From an optimization exercise on the open Yosys and OpenROAD flow, aimed at small area; shortcuts taken in it are not production practice.
Only simulation tests tie the RTL to the original design; equivalence was not proved.
Power and IR drop assume default switching activity.

==> flow/design.v <==
module video_uut (
    input  wire         clk_i,             
    input  wire         rst_i,             
    input  wire         cen_i,             
    input  wire         vid_sel_i,         
    input  wire [19:0]  vdat_bars_i,       
    input  wire [19:0]  vdat_colour_i,     
    input  wire [3:0]   fvht_i,            
    output wire [3:0]   fvht_o,            
    output wire [19:0]  video_o            
);
reg [3:0]  fvht_d1;       
reg [19:0] vid_d1;        
reg [9:0]  h_counter2;    
reg [9:0]  v_counter2;    
reg [9:0]  h_counter;     
reg [9:0]  v_counter;     
reg [15:0] slow_counter;
reg        flip;
reg [9:0]  sq_pos;
reg        sq_leg;
wire H_IN  = fvht_i[1];
wire V_IN  = fvht_i[2];
wire H_DLY = fvht_d1[1];
wire V_DLY = fvht_d1[2];
wire H_POS = H_IN & ~H_DLY;
wire H_NEG = ~H_IN & H_DLY;
wire V_POS = V_IN & ~V_DLY;
wire slow_enable = &slow_counter;
wire in_shape = (h_counter2 >= 10'd500) && (h_counter2 < 10'd700) &&
                (v_counter2 >= 10'd500) && (v_counter2 < 10'd700);
wire [9:0] sq_along = sq_leg ? v_counter : h_counter;
wire [9:0] sq_diff  = sq_along - sq_pos;
wire in_square = (sq_diff < 10'd20) &&
                 (sq_leg ? (h_counter >= 10'd1004) : (v_counter < 10'd20));
wire in_box = (h_counter >= 10'd100) && (h_counter < 10'd150) &&
              (v_counter >= 10'd50)  && (v_counter < 10'd80);
always @(posedge clk_i) begin
    if (rst_i) begin
        fvht_d1      <= 0;
        vid_d1       <= 0;
        h_counter2   <= 0;
        v_counter2   <= 0;
        h_counter    <= 0;
        v_counter    <= 0;
        slow_counter <= 0;
        flip         <= 0;
        sq_pos       <= 0;
        sq_leg       <= 0;
    end else if (cen_i) begin
        fvht_d1 <= fvht_i;
        h_counter2 <= H_NEG ? 10'd0 : h_counter2 + 10'd1;
        v_counter2 <= (H_POS & V_POS) ? 10'd1 : H_POS ? v_counter2 + 10'd1 : v_counter2;
        slow_counter <= slow_counter + 16'd1;
        if (slow_enable) begin
            if (!sq_leg) begin
                if (sq_pos == 10'd1004) begin
                    sq_leg <= 1'b1;
                    sq_pos <= 10'd0;
                end else
                    sq_pos <= sq_pos + 10'd1;
            end else if (sq_pos != 10'd748)
                sq_pos <= sq_pos + 10'd1;
        end
        if (in_shape) begin
            vid_d1 <= (v_counter2 < 10'd520) ? {10'h040, 10'h200} :
                      flip ? {10'h040, 10'h1b3} : {10'h040, 10'h350};
            flip <= ~flip;
        end else begin
            if (in_square || in_box)
                vid_d1 <= {10'h040, 10'h200};
            else
                vid_d1 <= vid_sel_i ? vdat_colour_i : vdat_bars_i;
            if (h_counter == 10'd1023) begin
                h_counter <= 0;
                v_counter <= (v_counter == 10'd767) ? 10'd0 : v_counter + 10'd1;
            end else
                h_counter <= h_counter + 10'd1;
        end
    end
end
assign fvht_o  = fvht_d1;
assign video_o = vid_d1;
endmodule
==> flow/run.sh <==
#!/bin/bash
# synth_recipe.tcl (not shown) runs the flow's synth.tcl, then flattens the netlist and writes it again
# the make line also repeats each setting of config.mk as NAME=value (left out here)
make -C /OpenROAD-flow-scripts/flow DESIGN_CONFIG=/design/flow/config.mk WORK_HOME=/design/flow/orfs CLKGATE_MAP_FILE= SYNTH_SCRIPT=/design/flow/synth_recipe.tcl finish
==> flow/config.mk <==
export PLATFORM = sky130hd
export DESIGN_NAME = video_uut
export DESIGN_NICKNAME = video_uut
export VERILOG_FILES = /design/flow/design.v
export SDC_FILE = /design/flow/constraint.sdc
export NUM_CORES = 4
export LEC_CHECK = 0
export CAP_MARGIN = 20
export CORE_MARGIN = 2
export CORE_UTILIZATION = 40
export PLACE_DENSITY = 0.6
export SLEW_MARGIN = 20
==> flow/constraint.sdc <==
create_clock -name core_clock -period 5.0 [get_ports {clk_i}]
set_input_delay 1.0000 -clock core_clock [delete_from_list [all_inputs] [get_ports {clk_i}]]
set_output_delay 1.0000 -clock core_clock [all_outputs]
set_load 0.01 [all_outputs]
==> results.ini <==
[status]
status = finished clean

[sta]
fin_worst_skew_ns = 0.00874
rsz0062_at_grt = no
setup_ws_ns = 1.68
setup_viol = 0
fin_crit_sh_pct = 66.4
tightest_slew_ns = 1.04
period_needed_ns = 3.32
report.final.hold_viol_count = 0
fmax_mhz = 301
tns_ns = 0
whs_ns = 0.466
slew_viol_final = 0
relSlewSlack_pct = 30.9

[power]
p_switching_uw = 388
pwr-share-comb_pct = 12.0
irDropWorstVdd_mv = 0.177
p_clk_share_pct = 41.3
power.density_nw_per_um2 = 272
power_frac_seq_pct = 46.7
p_int_uw = 1260
leakagePower_uw = 0.00215
switching_share_pct = 23.5

[layout]
seq_area_um2 = 1840
syn2layout_area_growth_pct = 21.9
multiInputGateArea_um2 = 2890
nets = 702
drive_gt1_share_pct = 9.20
final_common_cell = dfxtp_1
layout_common_cells = dfxtp_1 (92), nor2_1 (78), clkdlybuf4s50_1 (70), nand2_1 (37)
fill_cells = 1161
num_antenna_cells = 0

[route]
first_pass_iters = 4
detail-route-antenna-nets = 0
drt_iter0_drc = 190
wl_um = 11400
routed_via_density = 5.28
drc_errors = 0
num_vias = 4272
wl_per_cell_um = 14.1

[placement]
port_buffers = 71
pre_cts_slack_ns = 1.57
dpl.hpwl_um = 8330
routabilityCongestion = 0.869

[critical_path]
cp-endpoint = vid_d1[18]
timing.rr.start = sq_leg
rrSetupSlack_ns = 1.68
path_max_fanout = 14
r2r_end = vid_d1[18]
arrival_ns = 3.55
path_class = reg -> reg
cp-start-kind = flip-flop
endpoint_kind = flip-flop
setup.worst_path.start = sq_leg
required_ns = 5.23
ff2ff_path_depth = 10

[logic_synthesis]
ys_seq_area_share_pct = 37.0
syn_inst = 581
ys_ff_latch = 92
ys_warn_count = 1
netlist_area_um2 = 4980
avgSynthCellArea_um2 = 8.57
synth_ff_type = dfxtp_1
async_flop_share_pct = 0
synthesis.nets = 647
ys_types = 64
synth_enable_flop_cells = 0

[cts]
post_cts_buffers = 0
hold_buffers = 0
cts_buffers = 9
tritoncts = yes
cts_max_level = 3
post_cts_resize_count = 0
clk_latency_ns = 0.34
cts_buffer_depth = 2
cts_root_buf = clkbuf_16
cts.sinks = 92
clk_pin_slew_ns = 0.07

[global_route]
antenna_found_initial = 0
grt_pass1_vias = 3987
grt_first_pass_wirelength_um = 19200
grt_max_degree = 33
overflow = 0
grt_use_total_pct = 17.9

[die]
fp.dieH_um = 116
ioPinCount = 72
rows = 40
start_util_pct = 41.3
dieArea_um2 = 13400
core_area_um2 = 12100
die_w_um = 116

[worst_hold_path]
min_path_type = reg -> reg

[run]
max_cap_violations = 0

-- flip-flops by register name, summed over array words and instances (netlist names) --
signal and count:
sq_leg 1, v_counter2 10, h_counter 10, fvht_d1 4, sq_pos 10, h_counter2 10
flip 1, slow_counter 16, v_counter 10, vid_d1 20
-- stage by stage --
step	total power (uW)	utilization, %	area (um^2)	std cells
finish	1650	50.3	6070	809
global route	1720	50.3	6070	809
CTS	1670	50.3	6070	809
detailed placement	985	47.9	5770	793
global placement	982	47.9	5770	793
floorplan	894	-	4980	581
-- cells in the mapped netlist (all sizes together) (8+ instances only) --
cell type   n  area share [%]
a21oi      23             2.3
a22o       11             1.9
a41oi       8             1.4
buf        11             1.4
clkbuf     19             1.5
dfxtp      92              37
ha         18             4.5
inv        28             2.1
mux2       24             5.4
mux2i      12             2.7
nand2      38             2.9
nand3      25             2.6
nand4      18             2.7
nor2       79             6.0
nor3       25             2.8
o21ai      30             3.0
or3        12             1.5
xnor2      20             3.7
xor2       26             4.6
-- area by class of cell --
class | count | share of cell area [%]
clock inverter | 4 | 0.804
multi-input combinational | 431 | 47.6
tap | 168 | 3.46
inverter | 28 | 1.73
sequential | 92 | 30.3
timing repair buffer | 74 | 12.0
clock buffer | 12 | 4.06
-- power groups by stage --
stage / sequential, uW / combinational (uW) / clock (uW)
2_1_floorplan: 792 / 102 / 0
5_1_grt: 774 / 216 / 731
4_1_cts: 771 / 199 / 702
3_5_place_dp: 787 / 198 / 0
3_3_place_gp: 787 / 195 / 0
6_report: 771 / 198 / 683
-- critical path, stage by stage, from the launching register on --
cell and delay, ns:
dfxtp_1 0.69, mux2_2 0.41, ha_1 0.37, a21oi_1 0.19
o31ai_1 0.12, a2111oi_2 0.36, a21oi_1 0.12, xnor2_2 0.21
nand4_4 0.21, and4b_4 0.32, a22o_1 0.19
-- cells by family (layout without fill, tap and decap cells) --
| family | count (synthesis) | after routing | synth area share [%] |
|---|---|---|---|
| AND/OR/NAND/NOR | 227 | 227 | 23.0 |
| AO/OA/AOI/OAI | 104 | 104 | 14.2 |
| flip-flops | 92 | 92 | 37.0 |
| buffers and inverters | 58 | 118 | 4.95 |
| XOR/XNOR | 46 | 46 | 8.25 |
| multiplexers | 36 | 36 | 8.09 |
| adder cells (fa/ha/maj) | 18 | 18 | 4.52 |
-- routing by layer --
metal,vias up,wire (um),track usage (%)
met3,9,392,3.92
li1,2162,-,-
met5,-,0,0
met1,2034,5510,24.3
met2,67,5370,28.3
met4,0,161,6.02
-- worst min-delay path by stage --
| stage | startpoint | end | slack [ns] | cells past startpoint |
|---|---|---|---|---|
| floorplan | v_counter2[1] | v_counter2[1] | 0.45 | 2 |
| global placement | v_counter2[1] | v_counter2[1] | 0.46 | 2 |
| detailed placement | vid_d1[9] | vid_d1[9] | 0.46 | 2 |
| CTS | vid_d1[9] | vid_d1[9] | 0.47 | 2 |
| global route | vid_d1[3] | vid_d1[3] | 0.49 | 1 |
| finish | vid_d1[9] | vid_d1[9] | 0.47 | 2 |

## separate check: timing with driven ports
How much do the figures lean on ideal ports? The routed layout below was timed once more, with nothing changed but the port constraints.
Step 1, drivers: a clkbuf_16 drives clk_i and a buf_2 each remaining input, both assumed.
Step 2 times the ports against the registers' clock, not the clock port: input delays grow and output delays shrink by t, the midpoint of the rising clock arrivals with the driver on.
Three values: ideal ports, drivers, drivers and shift; two values: the first two.
t, ns: 0.384
slack for setup (ns): 1.681 / 1.681 / 1.578
hold slack, ns: 0.466 / 0.466 / 0.466
worst register clock-pin slew, ns: 0.07 / 0.07
pins driven straight from the clock port: 1
After both steps this run still meets setup and hold. For this run, drivers alone change the setup slack by 0.000 ns; drivers and shift together by -0.103 ns.
